From an optimization exercise on the open Yosys and OpenROAD flow, aimed at small area; shortcuts taken in it are not production practice. Where RTL was checked, it was by simulation tests only, not by an equivalence proof against the original. For run 1, only the layout was checked, not whether the RTL still works. Power figures rest on the tool's default switching activity, not on a simulated workload.

==> design/flow/config.mk <==
export PLATFORM = sky130hd
export DESIGN_NAME = vgacontrol
export DESIGN_NICKNAME = vgacontrol
export VERILOG_FILES = /design/flow/design.v
export SDC_FILE = /design/flow/constraint.sdc
export NUM_CORES = 4
export LEC_CHECK = 0
export CAP_MARGIN = 20
export CORE_MARGIN = 2
export CORE_UTILIZATION = 60
export CTS_BUF_LIST = sky130_fd_sc_hd__clkbuf_16
export CTS_CLUSTER_DIAMETER = 120
export CTS_CLUSTER_SIZE = 30
export PLACE_DENSITY = 0.75
export SLEW_MARGIN = 20
==> design/flow/constraint.sdc <==
create_clock -name core_clock -period 10.0 [get_ports {PCLK}]
set_input_delay 2.0000 -clock core_clock [delete_from_list [all_inputs] [get_ports {PCLK}]]
set_output_delay 2.0000 -clock core_clock [all_outputs]
set_load 0.01 [all_outputs]
==> design/flow/design.v <==
module vgacontrol(
input PCLK,
input PRESERN,
input PSEL,
input PENABLE,
output wire PREADY,
output wire PSLVERR,
input PWRITE,
input [31:0] PADDR,
input wire [31:0] PWDATA,
output reg [31:0] PRDATA,
output HS,
output VS,
output reg vga_R,
output reg vga_G,
output reg vga_B,
input SW,
input SW2,
input SW3
);
assign PSLVERR = 1'b0;
assign PREADY = 1'b1;
reg [31:0] player1, player2, whichplayer;
reg [1:0] wcls;
wire a_hi = (PADDR[11:8] == 4'h1) & (PADDR[7:5] == 3'b000) & (PADDR[1:0] == 2'b00);
wire a100 = a_hi & (PADDR[4:2] == 3'd0);
wire a104 = a_hi & (PADDR[4:2] == 3'd1);
wire a108 = a_hi & (PADDR[4:2] == 3'd2);
wire a10C = a_hi & (PADDR[4:2] == 3'd3);
wire a114 = a_hi & (PADDR[4:2] == 3'd5);
wire a118 = a_hi & (PADDR[4:2] == 3'd6);
wire wr = PSEL & PENABLE & PWRITE;
wire w_hi0 = (PWDATA[31:5] == 27'd0) & (PWDATA[4:2] == 3'd0);
wire [1:0] wcls_new = w_hi0 ? PWDATA[1:0] : 2'd3;
wire db1, db2, db3;
always @(posedge PCLK) begin
    if (!PRESERN) begin
        player1 <= 32'd0;
        player2 <= 32'd0;
        whichplayer <= 32'd0;
        wcls <= 2'd0;
    end else if (wr) begin
        if (a104) player1 <= PWDATA;
        if (a108) player2 <= PWDATA;
        if (a114) whichplayer <= PWDATA;
        if (a118) wcls <= wcls_new;
    end
end
always @(posedge PCLK) begin
    if (!PRESERN)
        PRDATA <= 32'd0;
    else if (a100)
        PRDATA <= {31'd0, db1};
    else if (a104)
        PRDATA <= player1;
    else if (a108)
        PRDATA <= player2;
    else if (a10C)
        PRDATA <= {31'd0, db2};
    else if (a114)
        PRDATA <= whichplayer;
    else if (a118)
        PRDATA <= {31'd0, db3};
end
debounce d1(PCLK, PRESERN, SW, db1);
debounce d2(PCLK, PRESERN, SW2, db2);
debounce d3(PCLK, PRESERN, SW3, db3);
reg [4:0] q5;
reg [6:0] cxh;
wire [9:0] CounterX = {cxh, q5[4:2]};
reg [8:0] CounterY;
wire fl_wrap = (q5 == 5'b00001) & (cxh[4:0] == 5'd0) &
               (((cxh[6:5] == 2'b00) & (CounterY == 9'd0)) |
                ((cxh[6:5] == 2'b10) & (CounterY == 9'd170)) |
                ((cxh[6:5] == 2'b01) & (CounterY == 9'd341)));
reg flash, half, quarter;
always @(posedge PCLK) begin
    if (!PRESERN) begin
        q5 <= 5'd2;
        flash <= 1'b0;
        half <= 1'b0;
        quarter <= 1'b0;
    end else begin
        q5 <= q5 + 5'd1;
        if (fl_wrap) begin
            flash <= ~flash;
            if (!flash) begin
                half <= ~half;
                if (!half) quarter <= ~quarter;
            end
        end
    end
end
wire tick = q5[1] & q5[0];
reg vHS, vVS;
wire inDisplayArea = ~(cxh[6] & (cxh[5] | cxh[4])) & (CounterY != 9'd0) & (CounterY <= 9'd480);
wire xmax = (CounterX == 10'h2FF);
always @(posedge PCLK) begin
    if (!PRESERN) begin
        cxh <= 7'd0;
        CounterY <= 9'd0;
        vHS <= 1'b0;
        vVS <= 1'b0;
    end else if (tick) begin
        if (q5[4:2] == 3'd7) cxh <= xmax ? 7'd0 : cxh + 7'd1;
        if (xmax) CounterY <= CounterY + 9'd1;
        vHS <= (CounterX[9:4] == 6'h2D);
        vVS <= (CounterY == 9'd500);
    end
end
assign HS = ~vHS;
assign VS = ~vVS;
wire [6:0] X = CounterX[9:3];
wire [5:0] Y = CounterY[8:3];
wire border = (X == 7'd0) | (X == 7'd79) | (X == 7'd39) | (X == 7'd40) | (Y == 6'd0) | (Y == 6'd60);
wire sT = (Y >= 22) & (Y < 24);
wire sB = (Y >= 38) & (Y < 40);
wire sM = (Y >= 30) & (Y < 32);
wire sU = (Y >= 22) & (Y < 32);
wire sL = (Y >= 30) & (Y < 40);
wire sA = (Y >= 22) & (Y < 40);
wire ph = q5[0];
wire we1 = wr & a104;
wire [4:0] p1_next_lo = {5{PRESERN}} & (we1 ? PWDATA[4:0] : player1[4:0]);
wire pw_small = (PWDATA[31:5] == 27'd0);
wire we2 = wr & a108;
wire p1_next_small = ~PRESERN | (we1 ? pw_small : p1_small);
reg p1_small, p2_small;
always @(posedge PCLK) begin
    p1_small <= p1_next_small;
    p2_small <= ~PRESERN | (we2 ? pw_small : p2_small);
end
wire [4:0] k_sel = ph ? player2[4:0] : p1_next_lo;
wire small_sel = ph ? p2_small : p1_next_small;
wire [6:0] sg;
wire tm;
segdec sd(k_sel, small_sel, sg, tm);
wire [3:0] xh = ph ? (X[6:3] - 4'd5) : X[6:3];
wire [6:0] Xs = {xh, X[2:0]};
wire pF = tm ? ((Xs >= 21) & (Xs < 29)) : ((Xs >= 16) & (Xs < 24));
wire pL = tm ? ((Xs >= 21) & (Xs < 23)) : ((Xs >= 16) & (Xs < 18));
wire pR = tm ? ((Xs >= 27) & (Xs < 29)) : ((Xs >= 22) & (Xs < 24));
wire pO = tm & (Xs >= 11) & (Xs < 13);
wire sc = (sT & pF & sg[0]) | (sB & pF & sg[1]) | (sU & pL & sg[2]) | (sL & pL & sg[3]) |
          (sU & pR & sg[4]) | (sL & pR & sg[5]) | (sM & pF & sg[6]) | (sA & pO);
reg sc1_q;
always @(posedge PCLK) sc1_q <= sc;
wire scores = sc1_q | sc;
wire lab_s, lab2;
labels lb(Xs, Y, ph, lab_s);
reg lab1_q;
always @(posedge PCLK) lab1_q <= lab_s;
wire lab1 = lab1_q;
assign lab2 = lab_s;
wire uline = (Y == 6'd12) & (whichplayer[0] ? ((X >= 43) & (X < 78)) : ((X >= 2) & (X < 38)));
wire wtxt, bigP, big1, big2;
winscreen ws(X, Y, wtxt, bigP, big1, big2);
wire win = wtxt & half;
wire pw1 = bigP | big1;
wire pw2 = bigP | big2;
wire wnz = (wcls != 2'd0);
wire wis1 = (wcls == 2'd1);
wire wis2 = (wcls == 2'd2);
wire base = border | scores;
wire R = wnz ? (win | (wis1 ? (pw1 | flash) : (~pw2 & flash))) : (base | lab1);
wire G = wnz ? (win | ((wis1 ? ~pw1 : ~pw2) & half)) : (base | uline);
wire B = wnz ? (win | (wis2 ? (pw2 | quarter) : (~pw1 & quarter))) : (base | lab2);
always @(posedge PCLK) begin
    if (!PRESERN) begin
        vga_R <= 1'b0;
        vga_G <= 1'b0;
        vga_B <= 1'b0;
    end else if (tick) begin
        vga_R <= R & inDisplayArea;
        vga_G <= G & inDisplayArea;
        vga_B <= B & inDisplayArea;
    end
end
endmodule
module segdec(input [4:0] k, input nsmall, output [6:0] sg, output tm);
    localparam [31:0] M1 = 32'h004FB7ED;
    localparam [31:0] M2 = 32'h0035B56D;
    localparam [31:0] M3 = 32'h005FCF73;
    localparam [31:0] M4 = 32'h005F1D47;
    localparam [31:0] M5 = 32'h0068779D;
    localparam [31:0] M6 = 32'h0070E7F9;
    localparam [31:0] M7 = 32'h000CF37C;
    assign tm = nsmall & (k >= 5'd10) & (k <= 5'd15);
    assign sg = {7{nsmall}} & {M7[k], M6[k], M5[k], M4[k], M3[k], M2[k], M1[k]};
endmodule
module labels(input [6:0] X, input [5:0] Y, input two, output lab_o);
    wire T = (Y == 6'd2);
    wire M = (Y == 6'd6);
    wire B = (Y == 6'd10);
    wire U = (Y >= 2) & (Y <= 6);
    wire L = (Y >= 6) & (Y <= 10);
    function f4(input [6:0] X, input [6:0] x0); f4 = (X >= x0) & (X < x0 + 7'd4); endfunction
    function c1(input [6:0] X, input [6:0] x0); c1 = (X == x0); endfunction
    function lab(input [6:0] X, input T, input M, input B, input U, input L, input [6:0] x, input two);
        reg top, bot, mid, lt, lb, rt, rb;
        begin
            top = f4(X, x) | (two & f4(X, x+5)) | f4(X, x+12) | f4(X, x+17) | f4(X, x+22) | f4(X, x+27) | f4(X, x+32);
            bot = (two & f4(X, x+5)) | f4(X, x+12) | f4(X, x+17) | f4(X, x+22) | f4(X, x+32);
            mid = f4(X, x) | (two & f4(X, x+5)) | f4(X, x+12) | f4(X, x+32);
            lt = c1(X, x) | (~two & c1(X, x+5)) | c1(X, x+12) | c1(X, x+17) | c1(X, x+22) | c1(X, x+27) | c1(X, x+32);
            lb = c1(X, x) | c1(X, x+5) | c1(X, x+17) | c1(X, x+22) | c1(X, x+27) | c1(X, x+32);
            rt = c1(X, x+3) | (two & c1(X, x+8)) | c1(X, x+25);
            rb = c1(X, x+15) | c1(X, x+25);
            lab = (T & top) | (B & bot) | (M & mid) | (U & lt) | (L & lb) | (U & rt) | (L & rb);
        end
    endfunction
    assign lab_o = lab(X, T, M, B, U, L, 7'd2, two);
endmodule
module winscreen(input [6:0] X, input [5:0] Y, output wtxt, output bigP, output big1, output big2);
    function rng(input [6:0] v, input [6:0] lo, input [6:0] hi); rng = (v >= lo) & (v < hi); endfunction
    wire T = (Y >= 40) & (Y < 42);
    wire B = (Y >= 56) & (Y < 58);
    wire M = (Y >= 48) & (Y < 50);
    wire U = (Y >= 40) & (Y < 50);
    wire L = (Y >= 48) & (Y < 58);
    wire top = rng(X, 36, 44) | rng(X, 46, 54) | rng(X, 56, 64) | rng(X, 66, 74);
    wire bot = rng(X, 10, 18) | rng(X, 17, 25) | rng(X, 56, 64);
    wire mid = rng(X, 56, 64);
    wire lt = rng(X, 10, 12) | rng(X, 30, 32) | rng(X, 36, 38) | rng(X, 46, 48) | rng(X, 56, 58) | rng(X, 66, 68);
    wire lb = lt;
    wire rt = rng(X, 23, 25) | rng(X, 42, 44) | rng(X, 52, 54);
    wire rb = rng(X, 16, 18) | rng(X, 23, 25) | rng(X, 42, 44) | rng(X, 52, 54);
    assign wtxt = (T & top) | (B & bot) | (M & mid) | (U & lt) | (L & lb) | (U & rt) | (L & rb);
    wire PT = (Y >= 2) & (Y < 6);
    wire PB = (Y >= 34) & (Y < 38);
    wire PM = (Y >= 18) & (Y < 22);
    wire PU = (Y >= 2) & (Y < 22);
    wire PL = (Y >= 18) & (Y < 38);
    assign bigP = ((PT | PM) & rng(X, 22, 38)) | ((PU | PL) & rng(X, 22, 26)) | (PU & rng(X, 34, 38));
    assign big1 = (PU | PL) & rng(X, 46, 50);
    assign big2 = ((PT | PM | PB) & rng(X, 46, 62)) | (PL & rng(X, 46, 50)) | (PU & rng(X, 58, 62));
endmodule
module debounce(input clk, input rst, input PB_in, output reg PB_out);
    reg [16:0] cnt;
    reg [1:0] sync;
    always @(posedge clk)
        sync <= {sync[0], ~PB_in};
    wire idle = (PB_out == sync[1]);
    wire term = (cnt == 17'h0AA01);
    wire clear = !rst | idle | term;
    always @(posedge clk) begin
        cnt <= clear ? 17'd0 : {~cnt[15:0], cnt[16] ^ cnt[13]};
        if (!rst)
            PB_out <= 1'b0;
        else if (term)
            PB_out <= sync[1];
    end
endmodule
==> design/flow/flow/run.sh <==
#!/bin/bash
# Own layout flow: the standard synthesis, then an area-oriented re-mapping of its
# combinational logic (every register kept as the standard synthesis made it, checked
# equivalent by SAT with the registers cut), then the standard layout with
# single-strength port buffers.
set -euo pipefail
WORK=$PWD
FLOWDIR=$WORK/flow
R=$WORK/orfs/results/$FLOW_PLATFORM/vgacontrol/base
YOSYS=$FLOW_HOME/../tools/install/yosys/bin/yosys
LIB=$FLOW_HOME/platforms/$FLOW_PLATFORM/lib/sky130_fd_sc_hd__tt_025C_1v80.lib

# 1. standard synthesis
bash standard.sh synth > $WORK/1_standard_synth.log 2>&1
cp $R/1_2_yosys.v $WORK/1_2_yosys_standard.v

# 2. re-map the combinational logic for area with a few ABC runs; flip-flops and tie cells
#    stay as they are
DU=$(sed -n '/DONT_USE_CELLS +=/,/^$/p' $FLOW_HOME/platforms/$FLOW_PLATFORM/config.mk | grep -o 'sky130_fd_sc_hd__[a-z0-9_]*' | sed 's/^/-dont_use /' | tr '\n' ' ')
NF="&dch -f; &nf -R 1000"
remap() {  # remap NAME ABC_SCRIPT
  echo "$2" > $WORK/remap_$1.abc
  cat > $WORK/remap_$1.ys <<EOY
read_liberty -ignore_miss_func $LIB
blackbox sky130_fd_sc_hd__df* sky130_fd_sc_hd__edf* sky130_fd_sc_hd__sdf* sky130_fd_sc_hd__conb_1
read_verilog $WORK/1_2_yosys_standard.v
hierarchy -top $FLOW_TOP
flatten
opt_clean
opt -fast
abc -liberty $LIB $DU -script $WORK/remap_$1.abc
opt_clean
setundef -zero
hilomap -singleton -hicell sky130_fd_sc_hd__conb_1 HI -locell sky130_fd_sc_hd__conb_1 LO
splitnets
opt_clean -purge
insbuf -buf sky130_fd_sc_hd__buf_4 A X
tee -o $WORK/remap_$1.stat stat -liberty $LIB
write_verilog -noattr -noexpr -nohex -nodec $WORK/remap_$1.v
EOY
  $YOSYS -q -l $WORK/2_remap_$1.log -s $WORK/remap_$1.ys > /dev/null 2>&1 || return 0
  # equivalence with the standard netlist, registers cut into ports at the same names
  python3 $FLOWDIR/cut.py $WORK/1_2_yosys_standard.v $WORK/eq_gold_$1.v 2>> $WORK/2_eq_$1.log
  python3 $FLOWDIR/cut.py $WORK/remap_$1.v $WORK/eq_gate_$1.v 2>> $WORK/2_eq_$1.log
  if $YOSYS -q -l $WORK/2_eq_$1.log -p "read_liberty -ignore_miss_func $LIB; read_verilog $WORK/eq_gold_$1.v; rename $FLOW_TOP gold; read_verilog $WORK/eq_gate_$1.v; rename $FLOW_TOP gate; flatten; opt_clean; miter -equiv -flatten -make_assert gold gate miter; hierarchy -top miter; sat -verify -prove-asserts miter" > /dev/null 2>&1; then
    awk '/Chip area/ {print $NF}' $WORK/remap_$1.stat > $WORK/remap_$1.area
  fi
  rm -f $WORK/eq_gold_$1.v $WORK/eq_gate_$1.v
}
remap s0 "strash; &get -n; &deepsyn -I 1 -J 20 -S 0; $NF; $NF; &put; topo" &
remap s1 "strash; &get -n; &deepsyn -I 1 -J 20 -S 1; $NF; $NF; &put; topo" &
remap s2 "strash; &get -n; &deepsyn -I 1 -J 20 -S 2; $NF; $NF; &put; topo" &
remap s3 "strash; &get -n; &deepsyn -I 1 -J 40 -S 0; $NF; $NF; $NF; &put; topo" &
wait
remap s4 "strash; &get -n; &deepsyn -I 1 -J 20 -S 4; $NF; $NF; &put; topo" &
remap s5 "strash; &get -n; &deepsyn -I 1 -J 20 -S 5; $NF; $NF; &put; topo" &
remap s6 "strash; &get -n; &deepsyn -T 90 -S 0; $NF; $NF; &put; topo" &
remap s7 "strash; &get -n; &deepsyn -I 1 -J 20 -S 3; $NF; &st; &deepsyn -I 1 -J 20 -S 3; $NF; $NF; &put; topo" &
wait
BEST=""
for f in $WORK/remap_*.area; do
  [ -s "$f" ] || continue
  a=$(cat $f); n=$(basename $f .area)
  echo "$n $a" >> $WORK/2_remap_choice.log
  if [ -z "$BEST" ] || awk -v a=$a -v b=$BESTA 'BEGIN{exit !(a<b)}'; then BEST=$n; BESTA=$a; fi
done
if [ -n "$BEST" ]; then
  echo "chosen $BEST $BESTA" >> $WORK/2_remap_choice.log
  cp $WORK/$BEST.v $R/1_2_yosys.v
  touch $R/1_2_yosys.v
else
  echo "no re-mapping proved equivalent; standard netlist kept" >> $WORK/2_remap_choice.log
fi

# 3. the standard layout from the chosen netlist, port buffers of the smallest size and
#    a clock tree without dummy balancing loads
export BUFFER_PORTS_ARGS="-buffer_cell sky130_fd_sc_hd__buf_1"
export CTS_ARGS="-sink_clustering_enable -repair_clock_nets -sink_clustering_size ${CTS_SIZE:-30} -sink_clustering_max_diameter ${CTS_DIAM:-120} -buf_list {sky130_fd_sc_hd__clkbuf_8 sky130_fd_sc_hd__clkbuf_16} -root_buf sky130_fd_sc_hd__clkbuf_8 -dont_use_dummy_load"
bash standard.sh > $WORK/3_standard_layout.log 2>&1
==> design/flow/flow/cut.py <==
import re,sys
# replace each flip-flop instance by ports: its Q becomes an input, its D/DE become outputs
src=open(sys.argv[1]).read()
m=re.search(r'module\s+(\w+)\s*\((.*?)\);',src,re.S)
newports=[];decls=[];assigns=[]
def repl(mm):
    cell,name,body=mm.group(1),mm.group(2),mm.group(3)
    pins=dict((p,n.strip()) for p,n in re.findall(r'\.(\w+)\(([^()]*)\)',body))
    key=re.sub(r'[^A-Za-z0-9_]','_',name.strip().lstrip('\\'))
    key=re.sub(r'_(S?DFF|DFFE|SDFFE|SDFFCE)\w*$','',key)
    for p,n in pins.items():
        if p in ('CLK',): continue
        if p in ('Q','Q_N'):
            pn=f'q_{key}_{p}'; newports.append(pn); decls.append(f'input {pn};'); assigns.append(f'assign {n} = {pn} ;')
        else:
            pn=f'o_{key}_{p}'; newports.append(pn); decls.append(f'output {pn};'); assigns.append(f'assign {pn} = {n} ;')
    return ''
body=re.sub(r'(sky130_fd_sc_hd__e?dfx\w+)\s+(\S+)\s*\((.*?)\);',repl,src,flags=re.S)
hdr=m.group(0)
newhdr=hdr[:-2]+(', ' if m.group(2).strip() else '')+', '.join(newports)+');'
body=body.replace(hdr,newhdr+'\n'+'\n'.join(decls),1)
body=body.replace('endmodule','\n'.join(assigns)+'\nendmodule',1)
open(sys.argv[2],'w').write(body)
print(len(newports),'ports added', file=sys.stderr)
==> design/flow/standard.sh <==
#!/bin/bash
# synth_recipe.tcl (not shown) runs the flow's synth.tcl, then flattens the netlist and writes it again
# the make line also repeats each setting of config.mk as NAME=value (left out here)
make -C /OpenROAD-flow-scripts/flow DESIGN_CONFIG=/design/flow/config.mk WORK_HOME=/design/flow/orfs CLKGATE_MAP_FILE= SYNTH_SCRIPT=/design/flow/synth_recipe.tcl "${@:-finish}"
==> run notes, run 1 <==
DRT antenna net count=0; routed wl met2=10.2 mm; fmax=149 MHz; Top Metal Used=met4; CP endpoint=vga_G; post-layout min period=6700 ps; DR pass1 iterations=5; Avg Synthesized Cell Area=9.59 µm²; DPL Wire Length=14.4 mm; CTS Sinks=between 200 and 250; Setup TNS=0 ps; GRT Residual Overflow=0; status=timing/DRC/antenna clean; slowest cell delay on critical path=between 800 and 900 ps; core area=13900 µm²; FF-to-FF End=vga_G; CP max stage cell=o21ai_0; Power per Cell Area=152 nW/µm²; synthesized cell area=around 8500 µm²; vias post-DR=between 7000 and 8000; Arr. time, crit path=roughly 7000 ps; fin crit share=0.670; relative slew slack=0.317; Ant. Diodes=0; Total GRT Usage=0.285; Max Cap Violations=0; Synth Net Count=961; Slew Limit Fails=0; crit path from=PADDR[3]; CTS hold repair buffers=0; pin count of the biggest net entering global routing=35; first-pass GRT wire length=34.8 mm; IO Pins=~110; worst skew pair latency=490 ps; Nets=a little over 1000; Setup CP Type=in2reg; static leakage=3.42 nW; drt initial violations=around 740; VDD IR-drop max=0.118 mV; Hold Path Class=reg2reg; # resized after CTS=0; initial antenna violation count=0; Num CTS Buffers=11; clock-pin slew on the worst setup and hold paths=110 ps; met3 wire len=1.66 mm; via/cell ratio=6.46; GP Congestion=0.926; Die ar.=15200 µm²; Reg-to-Reg Start=q5[0]; Clock Root Buffer=clkbuf_8; area grow syn2layout=8.06%; Post-Syn Instances=889; residual DRC count=0; IO Port Bufs=88; routed wire length=22.0 mm; Die Width=between 100 and 150 µm; Final Hold Fails=0; unrepaired setup endpoints after global routing=false; share of layout cells above drive strength 1=0.0321; R2R depth=13; Worst-Margin Slew=a little over 1000 ps; CTS tree=done; CP Max Fanout=33; CP cell instances=buf_1 -> nand2b_1 -> or2_0 -> nor3_2 -> nor2_4 -> a22oi_1 -> o21ai_0 -> nor3_1 -> nor3_1 -> o32a_1 -> o21ai_0 -> a22oi_1 -> o22ai_1 -> a21oi_1 -> a211oi_1 -> or4_1 -> a41o_1 -> a32o_1; Starting Density=0.614; Metal-1 WL=just under 10 mm; crit start category=input port; r2r setup slk=6170 ps; hold slack=340 ps; final setup violation count=0; vias in the first global route=roughly 7000; Clock Skew=49.2 ps; clk buf depth=3; row count=43; H-tree Lvls=1; Die Ht=123 µm; WP data required=10400 ps; # fillers=1130; CP Capture Type=flip-flop; Synth Warn #=4; post-detailed-route wirelength per cell=19.2 µm; post-CTS setup buffers=0
==> cell usage in the layout, fill, tap and decap left out, drive strengths merged, types with 16 or more instances in the layout <==
master  count
nor4       16
clkinv     21
dfxtp     223
buf        97
a22oi      60
nor2      124
a21oi      33
o21ai      36
nand2      72
nor3       28
a22o      100
==> registers in the layout, summed over array words and instances, names as in the netlist, 7 cells and up <==
| register | flops |
|---|---|
| whichplayer | 32 |
| d1.cnt | 17 |
| CounterY | 9 |
| PRDATA | 32 |
| d2.cnt | 17 |
| player1 | 32 |
| player2 | 32 |
| d3.cnt | 17 |
| cxh | 7 |
==> layer usage <==
layer | up-vias | track usage
met5 | - | 0
li1 | 3468 | -
met2 | 329 | 0.456
met1 | 3570 | 0.403
met3 | 31 | 0.0383
met4 | 0 | 0.0852
==> area by class of cell <==
class | instances | area [µm²] | share of cell area
Clock buffer | 11 | 241 | 0.0262
Inverter | 21 | 78.8 | 0.00856
Multi-Input combinational cell | 613 | 3800 | 0.413
Sequential cell | 223 | 4460 | 0.485
Tap cell | 180 | 225 | 0.0245
Timing Repair Buffer | 97 | 398 | 0.0432
==> report_power, final <==
| part | switching, mW | leakage [nW] | internal, mW |
|---|---|---|---|
| logic | 0.0406 | 1.49 | 0.0170 |
| clock network | 0.254 | 0.120 | 0.172 |
| registers | 0.00896 | 1.81 | 0.903 |
| total | 0.304 | 3.42 | 1.09 |
==> critical path, delay by kind of cell <==
kind | cells | cell delay, ps
simple gates | 7 | 2570
buf+inv | 1 | 180
compound gates | 10 | 2360
==> worst min-delay path by stage <==
stage,startpoint,cells past startpoint,end
2_1_floorplan,d1.sync[0],0,d1.sync[1]
3_3_place_gp,d3.sync[0],0,d3.sync[1]
3_5_place_dp,d3.sync[0],0,d3.sync[1]
4_1_cts,d3.sync[0],0,d3.sync[1]
5_1_grt,d3.sync[0],0,d3.sync[1]
6_report,d2.sync[0],0,d2.sync[1]
==> metrics by stage <==
stage | instance area [µm²] | util | instances | setup slack, ps | power, mW
after CTS | 9210 | 0.663 | 1145 | 3410 | 1.40
after floorplan | 8520 | - | 889 | 1610 | 0.957
after detailed placement | 8970 | 0.646 | 1134 | 2890 | 0.988
after global routing | 9210 | 0.663 | 1145 | 2830 | 1.45
after global placement | 8970 | 0.646 | 1134 | 2900 | 0.986
final | 9210 | 0.663 | 1145 | 3300 | 1.40
==> run 2: changes to the inputs <==
--- a/design/flow/design.v
+++ b/design/flow/design.v
@@ -137,9 +137,10 @@
 segdec sd(k_sel, small_sel, sg, tm);
 wire [3:0] xh = ph ? (X[6:3] - 4'd5) : X[6:3];
 wire [6:0] Xs = {xh, X[2:0]};
-wire pF = tm ? ((Xs >= 21) & (Xs < 29)) : ((Xs >= 16) & (Xs < 24));
-wire pL = tm ? ((Xs >= 21) & (Xs < 23)) : ((Xs >= 16) & (Xs < 18));
-wire pR = tm ? ((Xs >= 27) & (Xs < 29)) : ((Xs >= 22) & (Xs < 24));
+wire [6:0] dx = Xs - (tm ? 7'd21 : 7'd16);
+wire pF = (dx[6:3] == 4'd0);
+wire pL = (dx[6:1] == 6'd0);
+wire pR = (dx[6:1] == 6'd3);
 wire pO = tm & (Xs >= 11) & (Xs < 13);
 wire sc = (sT & pF & sg[0]) | (sB & pF & sg[1]) | (sU & pL & sg[2]) | (sL & pL & sg[3]) |
           (sU & pR & sg[4]) | (sL & pR & sg[5]) | (sM & pF & sg[6]) | (sA & pO);
--- a/design/flow/flow/run.sh
+++ b/design/flow/flow/run.sh
@@ -75,5 +75,5 @@
 # 3. the standard layout from the chosen netlist, port buffers of the smallest size and
 #    a clock tree without dummy balancing loads
 export BUFFER_PORTS_ARGS="-buffer_cell sky130_fd_sc_hd__buf_1"
-export CTS_ARGS="-sink_clustering_enable -repair_clock_nets -sink_clustering_size ${CTS_SIZE:-30} -sink_clustering_max_diameter ${CTS_DIAM:-120} -buf_list {sky130_fd_sc_hd__clkbuf_8 sky130_fd_sc_hd__clkbuf_16} -root_buf sky130_fd_sc_hd__clkbuf_8 -dont_use_dummy_load"
+export CTS_ARGS="-sink_clustering_enable -repair_clock_nets -sink_clustering_size ${CTS_SIZE:-30} -sink_clustering_max_diameter ${CTS_DIAM:-120} -buf_list {sky130_fd_sc_hd__clkbuf_4 sky130_fd_sc_hd__clkbuf_16} -root_buf sky130_fd_sc_hd__clkbuf_4 -dont_use_dummy_load"
 bash standard.sh > $WORK/3_standard_layout.log 2>&1
--- a/design/flow/config.mk
+++ b/design/flow/config.mk
@@ -7,9 +7,9 @@
 export LEC_CHECK = 0
 export CAP_MARGIN = 20
 export CORE_MARGIN = 2
-export CORE_UTILIZATION = 60
+export CORE_UTILIZATION = 75
 export CTS_BUF_LIST = sky130_fd_sc_hd__clkbuf_16
 export CTS_CLUSTER_DIAMETER = 120
 export CTS_CLUSTER_SIZE = 30
-export PLACE_DENSITY = 0.75
+export PLACE_DENSITY = 0.85
 export SLEW_MARGIN = 20
==> run notes, run 2 <==
status=timing/DRC/antenna clean; Die ar.=12200 µm² (-20%); r2r setup slk=6270 ps (+100 ps); clock-pin slew on the worst setup and hold paths=120 ps (about the same); post-layout min period=7460 ps (+761 ps); CP max stage cell=nor2_2; cell family with most CP delay=simple AND/OR/NAND/NOR gates; DR pass1 iterations=8 (+3); Ant. Diodes=0 (unchanged); drt initial violations=1185 (+61%); Synth Net Count=967 (+0.62%); Nets=1047 (+0.77%); via/cell ratio=7.00 (+8.4%); post-CTS setup buffers=0 (unchanged); pin count of the biggest net entering global routing=45 (+29%); cell count along the critical path=23 (+5); Max Cap Violations=0 (unchanged); fin crit share=0.746 (+0.0761); # placed instances=1102 (-2.8%); FF-to-FF End=vga_B; Total GRT Usage=0.369 (+0.0842); IO Port Bufs=88 (unchanged); IO Pins=111 (unchanged); # resized after CTS=0 (unchanged); H-tree Lvls=1 (unchanged); multi-input logic area=3730 µm² (-1.9%); hold slack=336 ps (-3.86 ps); met3 wire len=2.03 mm (+23%); Reg-to-Reg Start=q5[0]; area grow syn2layout=6.97%; most frequent cells in the layout=dfxtp_1, nand2_1, a22o_1; Final Hold Fails=0 (unchanged); clk buf depth=3 (unchanged); share of layout cells above drive strength 1=0.0308 (-0.00129); Buf+Inv Stages, Crit Path=3 (+2); crit start category=input port; CTS tree=done; WP data required=10470 ps (+70 ps); # fillers=611 (-46%); fmax=134 MHz (-10%); initial antenna violation count=0 (unchanged); CP endpoint=vga_B; synthesized cell area=8510 µm² (-0.19%); residual DRC count=0 (unchanged); vias in the first global route=7787 (+11%); Synth Warn #=4 (unchanged); Die Ht=110 µm (-10%); static leakage=3.48 nW (+1.7%); register area=4460 µm² (unchanged); worst hold path depth=0 (unchanged); relative slew slack=0.344 (+0.0270); Arr. time, crit path=7930 ps (+830 ps); Num CTS Buffers=11 (unchanged); routed wire length=23.5 mm (+7.2%); CP Capture Type=flip-flop; Setup CP Type=in2reg; unrepaired setup endpoints after global routing=false; worst skew pair latency=590 ps (+100 ps); vias post-DR=7796 (+5.4%); Clock Skew=44.3 ps (-4.91 ps); post-detailed-route wirelength per cell=21.2 µm (+10%); Setup TNS=0 ps (unchanged); Clock Root Buffer=clkbuf_4; core area=10900 µm² (-21%); routed wl met2=11.7 mm (+15%); commonest non-fill, non-tap cell in the layout=dfxtp_1; Post-Syn Instances=895 (+0.67%); first-pass GRT wire length=37.8 mm (+8.5%); Pwr Total=1.39 mW (-0.63%); GP Congestion=0.904 (-2.5%); CP cell instances=buf_1 -> nor4b_1 -> nand2_1 -> nor4_1 -> and3_1 -> buf_4 -> clkinv_1 -> nor2_2 -> nor2b_2 -> a22oi_1 -> o21ai_0 -> nor2b_1 -> or2_0 -> nor2_1 -> a211oi_1 -> nor2_1 -> nor3_1 -> o22ai_1 -> a311oi_1 -> o22a_1 -> o2111ai_1 -> o211ai_1 -> nand2_1; row count=38 (-12%); DPL Wire Length=15.4 mm (+7.0%); Metal-1 WL=8.75 mm (-11%); DRT antenna net count=0 (unchanged); Die Width=110 µm (-10%); CTS Sinks=223 (unchanged); final setup violation count=0 (unchanged); Worst-Margin Slew=975 ps (-38.6 ps); Starting Density=0.778 (+0.164); Slew Limit Fails=0 (unchanged); slowest cell delay on critical path=730 ps (-130 ps); R2R depth=13 (unchanged); CP Max Fanout=31 (-6.1%); crit path from=PADDR[6]; Power per Cell Area=152 nW/µm² (+0.57%); Post-Layout Cell Count=1113 (-2.8%); Top Metal Used=met4; VDD IR-drop max=0.197 mV (+67%); GRT Residual Overflow=0 (unchanged); CTS hold repair buffers=0 (unchanged); Avg Synthesized Cell Area=9.50 µm² (-0.86%); Hold Path Class=reg2reg
-- run 2: worst register-to-register path, stage by stage, from the launching register on --
cell and delay [ps]:
dfxtp_1 810, o21ai_0 370, nor2b_1 370, or2_0 300, nor2_1 110, a211oi_1 280, nor2_1 90, nor3_1 240
o22ai_1 100, a311oi_1 240, o22a_1 220, o2111ai_1 180, o211ai_1 250, nand2_1 80
-- run 2: through the flow --
| step | util | worst slack [ps] | area, µm² |
|---|---|---|---|
| after floorplan | - | 1940 | 8510 |
| after global placement | 0.812 | 2500 | 8880 |
| after detailed placement | 0.812 | 2220 | 8880 |
| after CTS | 0.832 | 2810 | 9100 |
| after global routing | 0.832 | 2070 | 9100 |
| final | 0.832 | 2540 | 9100 |
-- run 2: worst min path at each step --
stage | startpoint | slack [ps] | endpoint
floorplan | d1.sync[0] | 310 | d1.sync[1]
global placement | d2.sync[0] | 310 | d2.sync[1]
detailed placement | d2.sync[0] | 310 | d2.sync[1]
CTS | d2.sync[0] | 340 | d2.sync[1]
global route | d2.sync[0] | 350 | d2.sync[1]
finish | d2.sync[0] | 340 | d2.sync[1]
-- run 2: final cells by class --
cell class | count | area share
Inverter | 25 | 0.0103
Timing Repair Buffer | 99 | 0.0454
Clock buffer | 11 | 0.0245
Tap cell | 140 | 0.0193
Multi-Input combinational cell | 615 | 0.410
Sequential cell | 223 | 0.491
-- run 2: metal layers --
layer  up-vias  track usage
li1       3455            -
met3       110       0.0615
met2       542        0.649
met5         -            0
met1      3689        0.437
met4         0        0.185
-- run 2: power breakdown --
part	internal, mW	total [mW]	switching (mW)
combinational	0.0174	0.0572	0.0397
sequential	0.903	0.914	0.0115
clock	0.158	0.416	0.258
total	1.08	1.39	0.309
==> run 3: changes to the inputs <==
--- a/design/flow/config.mk
+++ b/design/flow/config.mk
@@ -7,9 +7,10 @@
 export LEC_CHECK = 0
 export CAP_MARGIN = 20
 export CORE_MARGIN = 2
-export CORE_UTILIZATION = 75
+export CORE_UTILIZATION = 60
 export CTS_BUF_LIST = sky130_fd_sc_hd__clkbuf_16
 export CTS_CLUSTER_DIAMETER = 120
 export CTS_CLUSTER_SIZE = 30
-export PLACE_DENSITY = 0.85
+export GPL_ROUTABILITY_DRIVEN = 0
+export PLACE_DENSITY = 0.75
 export SLEW_MARGIN = 20
==> run notes, run 3 <==
worst skew pair latency=570 ps (-20 ps); synthesized cell area=8510 µm² (unchanged); status=timing/DRC/antenna clean; WP data required=10480 ps (about the same); CP Capture Type=flip-flop; Clock Skew=42.8 ps (-1.47 ps); Die Ht=123 µm (+11%); CTS Sinks=223 (unchanged); post-layout min period=7020 ps (-448 ps); Power per Cell Area=150 nW/µm² (-1.4%); Synth Net Count=967 (unchanged); initial antenna violation count=1 (+1); CP max stage cell=nor4_1; residual DRC count=0 (unchanged); fin crit share=0.702 (-0.0448); r2r setup slk=6330 ps (+60 ps); Post-Syn Instances=895 (unchanged); hold_sp=d3.sync[0]; Final Hold Fails=0 (unchanged); P_int=1.08 mW (about the same); via/cell ratio=6.10 (-13%); Util after Layout=0.660 (-0.172); CP Max Fanout=33 (+6.5%); most frequent cells in the layout=dfxtp_1, nand2_1, a22o_1; pin count of the biggest net entering global routing=45 (unchanged); Slew Limit Fails=0 (unchanged); drt initial violations=636 (-46%); core area=13900 µm² (+27%); Hold Path Class=reg2reg; crit start category=input port; Max Cap Violations=0 (unchanged); routed wire length=19.3 mm (-18%); register area=4460 µm² (unchanged); IO Pins=111 (unchanged); Switching Fraction=0.217 (-0.00557); Arr. time, crit path=7500 ps (-430 ps); R2R depth=13 (unchanged); critical path's most frequent cell=buf_4; unrepaired setup endpoints after global routing=false; post-CTS setup buffers=0 (unchanged); # resized after CTS=0 (unchanged); Setup TNS=0 ps (unchanged); Hold Path Sink=d3.sync[1]; share of layout cells above drive strength 1=0.0308 (unchanged); Clock Root Buffer=clkbuf_4; FF-to-FF End=vga_G; multi-input logic area=3730 µm² (+0.13%); Psw=0.299 mW (-3.2%); DPL Wire Length=12.7 mm (-18%); Comb power frac=0.038 (-0.003); GRT Residual Overflow=0 (unchanged); worst hold path depth=0 (unchanged); Total GRT Usage=0.250 (-0.119); H-tree Lvls=1 (unchanged); Setup CP Type=in2reg; Die Width=123 µm (+11%); clock network power share=0.299 (about the same); vias post-DR=7046 (-9.6%); Starting Density=0.613 (-0.165); fmax=143 MHz (+6.4%); Worst-Margin Slew=1060 ps (+87.0 ps); Die ar.=15100 µm² (+24%); CTS hold repair buffers=0 (unchanged); vias in the first global route=6318 (-19%); row count=43 (+13%); Nets=1047 (unchanged); Num CTS Buffers=11 (unchanged); first-pass GRT wire length=31.0 mm (-18%); Synth Warn #=4 (unchanged); relative slew slack=0.288 (-0.0560); commonest non-fill, non-tap cell in the layout=dfxtp_1; clk buf depth=3 (unchanged); static leakage=3.49 nW (+0.15%); area grow syn2layout=7.68%; Avg Synthesized Cell Area=9.50 µm² (unchanged); Reg-to-Reg Start=q5[0]; clock-pin slew on the worst setup and hold paths=110 ps (about the same); IO Port Bufs=88 (unchanged); slowest cell delay on critical path=640 ps (-90 ps); DRT antenna net count=0 (unchanged); CTS tree=done; post-detailed-route wirelength per cell=16.7 µm (-21%); final setup violation count=0 (unchanged); DR pass1 iterations=8 (unchanged); sequential share of power=0.663 (+0.004); # fillers=1162 (+90%); VDD IR-drop max=0.140 mV (-29%)
-- run 3: layout make-up --
class | instances | area share
sequential | 223 | 0.487
multi-input combinational | 615 | 0.408
timing repair buffer | 99 | 0.0451
tap | 180 | 0.0246
clock buffer | 11 | 0.0243
inverter | 25 | 0.0102
antenna | 2 | 0.000546
-- run 3: power groups by stage --
stage / registers [mW] / logic (mW) / clock network, mW
after global routing: 0.915 / 0.0592 / 0.453
final: 0.913 / 0.0529 / 0.411
after CTS: 0.913 / 0.0529 / 0.422
after global placement: 0.933 / 0.0519 / 0
after floorplan: 0.930 / 0.0259 / 0
after detailed placement: 0.933 / 0.0526 / 0
-- run 3: worst max-delay path by stage --
| stage | from | end | slack, ps |
|---|---|---|---|
| 4_1_cts | PADDR[6] | vga_G | 3090 |
| 2_1_floorplan | PADDR[6] | vga_G | 1940 |
| 3_5_place_dp | PADDR[6] | vga_G | 2480 |
| 6_report | PADDR[6] | vga_G | 2980 |
| 5_1_grt | PADDR[6] | vga_B | 2340 |
| 3_3_place_gp | PADDR[6] | vga_G | 2600 |
-- run 3: per-layer routing --
layer	global-route usage	up-vias	wire, µm
li1	-	3458	-
met1	0.353	3319	8800
met2	0.410	238	8940
met3	0.0272	31	1150
met4	0.0682	0	437
met5	0	-	0
-- run 3: worst max-delay path, delay by kind of cell --
family / cells / cell delay, ps
simple gates: 10 / 2310
compound gates: 10 / 2050
buf+inv: 5 / 1100
-- run 3: metrics by stage --
stage / hold WS (ps) / setup slack [ps] / area, µm² / std cells / power, mW
floorplan: 310 / 1940 / 8510 / 895 / 0.956
global placement: 312 / 2600 / 8930 / 1142 / 0.985
detailed placement: 315 / 2480 / 8930 / 1142 / 0.986
CTS: 342 / 3090 / 9150 / 1153 / 1.39
global route: 348 / 2340 / 9160 / 1155 / 1.43
finish: 338 / 2980 / 9160 / 1155 / 1.38
==> run 4: changes to the inputs <==
--- a/design/flow/config.mk
+++ b/design/flow/config.mk
@@ -11,6 +11,5 @@
 export CTS_BUF_LIST = sky130_fd_sc_hd__clkbuf_16
 export CTS_CLUSTER_DIAMETER = 120
 export CTS_CLUSTER_SIZE = 30
-export GPL_ROUTABILITY_DRIVEN = 0
 export PLACE_DENSITY = 0.75
 export SLEW_MARGIN = 20
==> run notes, run 4 <==
cell area after layout=9160 µm² (unchanged); initial antenna violation count=1 (unchanged); Synth Net Count=967 (unchanged); CTS tree=done; Synth Warn #=4 (unchanged); Pwr Total=1.37 mW (-0.13%); Power per Cell Area=150 nW/µm² (-0.13%); core area=13900 µm² (unchanged); Die Ht=123 µm (unchanged); share of layout cells above drive strength 1=0.0308 (unchanged); GP Congestion=0.943; hold_sp=d3.sync[0]; DPL Wire Length=12.5 mm (-1.4%); R2R depth=13 (unchanged); vias post-DR=7044 (-0.028%); DRT antenna net count=0 (unchanged); area grow syn2layout=7.68% (unchanged); most frequent cells in the layout=dfxtp_1, nand2_1, a22o_1; via/cell ratio=6.10 (about the same); Post-Layout Cell Count=1155 (unchanged); Clock Skew=51.8 ps (+8.94 ps); Placed Area=8930 µm² (unchanged); residual DRC count=0 (unchanged); CP Capture Type=flip-flop; crit path from=PADDR[6]; worst skew pair latency=570 ps (about the same); clk buf depth=3 (unchanged); static leakage=3.49 nW (unchanged); post-detailed-route wirelength per cell=16.7 µm (-0.21%); Arr. time, crit path=7430 ps (-70 ps); H-tree Lvls=1 (unchanged); Num CTS Buffers=11 (unchanged); # placed instances=1142 (unchanged); vias in the first global route=6359 (+0.65%); final setup violation count=0 (unchanged); GRT Residual Overflow=0 (unchanged); routed wire length=19.3 mm (-0.21%); status=timing/DRC/antenna clean; CP Max Fanout=33 (unchanged); DR pass1 iterations=5 (-3); relative slew slack=0.314 (+0.0263); unrepaired setup endpoints after global routing=false; clock-pin slew on the worst setup and hold paths=100 ps (about the same); Total GRT Usage=0.250 (-0.000295); Avg Synthesized Cell Area=9.50 µm² (unchanged); synthesized cell area=8510 µm² (unchanged); fin crit share=0.696 (-0.00597); Nets=1047 (unchanged); Clock Root Buffer=clkbuf_4; commonest non-fill, non-tap cell in the layout=dfxtp_1; Die Width=123 µm (unchanged); Util after Layout=0.660 (unchanged); Starting Density=0.613 (unchanged); pin count of the biggest net entering global routing=45 (unchanged); IO Port Bufs=88 (unchanged); Die ar.=15100 µm² (unchanged); WP data required=10470 ps (about the same); crit start category=input port; CTS hold repair buffers=0 (unchanged); # resized after CTS=0 (unchanged); IO Pins=111 (unchanged); Setup CP Type=in2reg; VDD IR-drop max=0.120 mV (-15%); Worst-Margin Slew=1020 ps (-44.4 ps); Hold Path Class=reg2reg; Slew Limit Fails=0 (unchanged); row count=43 (unchanged); Max Cap Violations=0 (unchanged); fmax=144 MHz (+0.86%); CTS Sinks=223 (unchanged); Final Hold Fails=0 (unchanged); worst hold path depth=0 (unchanged); Reg-to-Reg Start=q5[0]; post-layout min period=6960 ps (-59.7 ps); drt initial violations=619 (-2.7%); first-pass GRT wire length=31.1 mm (+0.38%); Post-Syn Instances=895 (unchanged); post-CTS setup buffers=0 (unchanged); Setup TNS=0 ps (unchanged)
[run 4: critical path, cell delays in order]
cell       delay (ps)
buf_1              70
nor4b_1           280
nand2_1           100
nor4_1            580
and3_1            260
buf_4             370
clkinv_1          140
nor2_2            140
buf_4             260
nor2b_2            60
buf_4             260
a22oi_1           230
o21ai_0           200
nor2b_1           310
or2_0             300
nor2_1            110
a211oi_1          300
o22ai_1           110
a22oi_1           170
a21oi_1            60
a311oi_1          300
o22a_1            230
o2111ai_1         190
o221ai_1          270
nand2_1            80
[run 4: layout make-up]
class                      count  area, µm²
clock buffer                  11        223
inverter                      25       93.8
fill                        1183       4720
timing repair buffer          99        413
antenna                        2       5.00
tap                          180        225
sequential                   223       4460
multi-input combinational    615       3730
[run 4: where the power goes]
part | internal (mW) | total (mW) | switching (mW)
sequential | 0.903 | 0.913 | 0.0102
combinational | 0.0173 | 0.0526 | 0.0353
clock | 0.158 | 0.409 | 0.251
total | 1.08 | 1.37 | 0.297
[run 4: stage by stage]
step	setup slack, ps	hold WS (ps)
5_1_grt	2440	298
2_1_floorplan	1940	310
4_1_cts	3150	285
3_3_place_gp	2590	312
3_5_place_dp	2570	312
6_report	3040	284
[run 4: path summary, 6_finish.rpt]
kind                endpoint  slack (ps)
setup / recovery       vga_G        3040
hold reg to reg   d3.sync[1]         280
hold / removal    d3.sync[1]         280
setup reg to reg       vga_G        6330
[run 4: metal layers]
| metal | track usage | vias to the layer above | wire length [µm] |
|---|---|---|---|
| li1 | - | 3458 | - |
| met1 | 0.356 | 3319 | 8920 |
| met2 | 0.400 | 238 | 8760 |
| met3 | 0.0309 | 29 | 1160 |
| met4 | 0.0739 | 0 | 435 |
| met5 | 0 | - | 0 |
==> run 5: changes to the inputs <==
--- a/design/flow/design.v
+++ b/design/flow/design.v
@@ -92,20 +92,17 @@
     end
 end
 wire tick = q5[1] & q5[0];
-reg vHS, vVS;
+wire vHS = ((CounterX[9:4] == 6'h2D) & (CounterX[3:0] != 4'd0)) | (CounterX == 10'h2E0);
+wire vVS = (CounterY[8:1] == 8'd250) & (CounterY[0] == (CounterX == 10'd0));
 wire inDisplayArea = ~(cxh[6] & (cxh[5] | cxh[4])) & (CounterY != 9'd0) & (CounterY <= 9'd480);
 wire xmax = (CounterX == 10'h2FF);
 always @(posedge PCLK) begin
     if (!PRESERN) begin
         cxh <= 7'd0;
         CounterY <= 9'd0;
-        vHS <= 1'b0;
-        vVS <= 1'b0;
     end else if (tick) begin
         if (q5[4:2] == 3'd7) cxh <= xmax ? 7'd0 : cxh + 7'd1;
         if (xmax) CounterY <= CounterY + 9'd1;
-        vHS <= (CounterX[9:4] == 6'h2D);
-        vVS <= (CounterY == 9'd500);
     end
 end
 assign HS = ~vHS;
--- a/design/flow/config.mk
+++ b/design/flow/config.mk
@@ -8,7 +8,7 @@
 export CAP_MARGIN = 20
 export CORE_MARGIN = 2
 export CORE_UTILIZATION = 60
-export CTS_BUF_LIST = sky130_fd_sc_hd__clkbuf_16
+export CTS_BUF_LIST = sky130_fd_sc_hd__clkbuf_4 sky130_fd_sc_hd__clkbuf_16
 export CTS_CLUSTER_DIAMETER = 120
 export CTS_CLUSTER_SIZE = 30
 export PLACE_DENSITY = 0.75
==> run notes, run 5 <==
Setup CP Type=in2reg; # resized after CTS=0 (unchanged); final setup violation count=0 (unchanged); Clock Skew=41.6 ps (-10.1 ps); Die Width=123 µm (-0.26%); relative slew slack=0.283 (-0.0311); Synth Warn #=4 (unchanged); Slew Limit Fails=0 (unchanged); unrepaired setup endpoints after global routing=false; Final Hold Fails=0 (unchanged); CTS hold repair buffers=0 (unchanged); CTS tree=done; cell area after layout=9110 µm² (-0.55%); crit start category=input port; residual DRC count=0 (unchanged); met1 usage=0.371 (+0.0147); Util after Layout=0.659 (-0.00105); Hold Path Class=reg2reg; first-pass GRT wire length=33.9 mm (+9.1%); clk buf depth=3 (unchanged); # placed instances=1126 (-1.4%); Arr. time, crit path=7510 ps (+80 ps); WP data required=10470 ps (about the same); Avg Synthesized Cell Area=9.59 µm² (+0.94%); Clock Root Buffer=clkbuf_4; post-detailed-route wirelength per cell=18.6 µm (+11%); drt initial violations=708 (+14%); Worst-Margin Slew=1050 ps (+30.3 ps); row count=43 (unchanged); IO Pins=111 (unchanged); Nets=1031 (-1.5%); Die ar.=15100 µm² (-0.52%); # fillers=1141 (-3.6%); Power per Cell Area=151 nW/µm² (+0.76%); CP Max Fanout=34 (+3.0%); Die Ht=123 µm (-0.26%); GP Congestion=0.954 (+1.2%); DRT antenna net count=0 (unchanged); via/cell ratio=6.34 (+4.0%); CP Capture Type=flip-flop; PnR worst setup slack=2960 ps (-82.4 ps); met2 GRT Util=0.464 (+0.0646); share of layout cells above drive strength 1=0.0293 (-0.00157); Starting Density=0.612 (-0.000873); area grow syn2layout=7.66% (about the same); IO Port Bufs=88 (unchanged); pin count of the biggest net entering global routing=44 (-2.2%); H-tree Lvls=1 (unchanged); fin crit share=0.704 (+0.00824); status=timing/DRC/antenna clean; DPL Wire Length=14.1 mm (+13%); met3 Track Usage GR=0.0423 (+0.0114); most frequent cells in the layout=dfxtp_1, nand2_1, nor2_1; fmax=142 MHz (-1.2%); Num CTS Buffers=11 (unchanged); commonest non-fill, non-tap cell in the layout=dfxtp_1; DR pass1 iterations=6 (+1); VDD IR-drop max=0.121 mV (+1.2%); initial antenna violation count=1 (unchanged); routed wire length=21.2 mm (+9.8%); synthesized cell area=8460 µm² (-0.53%); Total GRT Usage=0.277 (+0.0274); clock-pin slew on the worst setup and hold paths=110 ps (about the same); worst skew pair latency=560 ps (about the same); busiest grt layer=met2; Post-Syn Instances=882 (-1.5%); post-CTS setup buffers=0 (unchanged); core area=13800 µm² (-0.39%); CTS Sinks=221 (-0.90%); Post-Layout Cell Count=1138 (-1.5%); static leakage=3.49 nW (about the same); post-layout min period=7040 ps (+82.4 ps); vias post-DR=7217 (+2.5%); pre-CTS setup slack=2380 ps (-190 ps); Max Cap Violations=0 (unchanged); GRT Residual Overflow=0 (unchanged); Placed Area=8880 µm² (-0.53%); vias in the first global route=6849 (+7.7%); Setup TNS=0 ps (unchanged); Synth Net Count=954 (-1.3%)
[run 5: cell types whose count changed in the layout (fill, tap and decap cells not counted), moves of 5 or more]
| cell | delta |
|---|---|
| nor3_1 | -6 |
| o21ai_0 | -10 |
| a31oi_1 | +6 |
| nand2_1 | -15 |
| nor2_1 | +12 |
| clkinv_1 | -8 |
| o211ai_1 | -5 |
[run 5: worst max-delay path, stage by stage]
cell,delay [ps]
buf_1,70
nor4b_1,290
nand2_1,110
nor3_1,360
nor3b_2,240
buf_4,390
clkinv_1,140
nor2_2,110
buf_4,420
nor2b_4,290
a22o_1,260
mux2_1,340
nor2b_1,190
nor2_1,190
nor2b_1,90
a21oi_1,130
nor2_1,80
a22oi_1,240
a31oi_1,140
o21ai_0,200
o211ai_1,110
a32o_1,250
or4_1,570
o21ai_0,220
nand2_1,80
[run 5: per-layer routing]
metal  vias up  wire [µm]  share of wire
met4         0        437          0.021
li1       3432          -              -
met3        31       1410          0.066
met1      3479       9410           0.44
met2       275       9920           0.47
met5         -          0              0
[run 5: final timing paths]
kind,start,to,slack [ps],depth (start not counted)
worst min-delay path,d2.sync[0],d2.sync[1],330,0
worst max register to register,q5[0],vga_B,6360,14
worst max-delay path,PADDR[0],vga_B,2960,25
worst min register to register,d2.sync[0],d2.sync[1],330,0
[run 5: report_power, final]
part | internal, mW | leakage (nW) | switching, mW
Clock | 0.158 | 0.112 | 0.254
Combinational | 0.0199 | 1.58 | 0.0409
Sequential | 0.895 | 1.79 | 0.0100
Total | 1.07 | 3.49 | 0.305
[run 5: layout make-up]
type,count,area [µm²],share of cell area
inverter,17,63.8,0.00701
timing repair buffer,96,390,0.0429
tap,180,225,0.0247
sequential,221,4420,0.486
clock buffer,11,223,0.0245
multi-input combinational,612,3780,0.415
antenna,1,2.50,0.000275
[run 5: per-stage QoR]
step	total power, mW	hold slack (ps)
after floorplan	0.952	310
after global placement	0.982	310
after detailed placement	0.985	319
after CTS	1.38	333
after global routing	1.42	345
final	1.38	328

re-timing with driven ports:
The results above use ideal ports. As a check the final layouts listed here were re-extracted and re-timed, cells and wires unchanged. Step 1 sets driving cells, clkbuf_16 on the clock port and buf_2 on the other inputs (assumed; they add their load-dependent delay and slew). Step 2 times the ports against the registers' clock, not the clock port: input delays grow and output delays shrink by t, the midpoint of the rising clock arrivals with the driver on. Slacks: ideal / step 1 / step 2; pairs: ideal / step 1.
| run | t, ns | slack for setup (ns) | latest minus earliest clock arrival (ns) |
|---|---|---|---|
| run 1 | 0.499 | 3.297 / 3.287 / 2.787 | 0.050 / 0.049 |
| run 2 | 0.609 | 2.535 / 2.541 / 1.931 | 0.045 / 0.045 |
| run 3 | 0.590 | 2.983 / 2.996 / 2.406 | 0.048 / 0.048 |
| run 4 | 0.585 | 3.043 / 3.058 / 2.473 | 0.058 / 0.058 |
| run 5 | 0.580 | 2.960 / 2.974 / 2.394 | 0.048 / 0.049 |
After both steps every run listed still meets setup and hold. The setup slack of run 2, which loses most, moves by +0.006 ns with the drivers and by -0.604 ns with both steps.
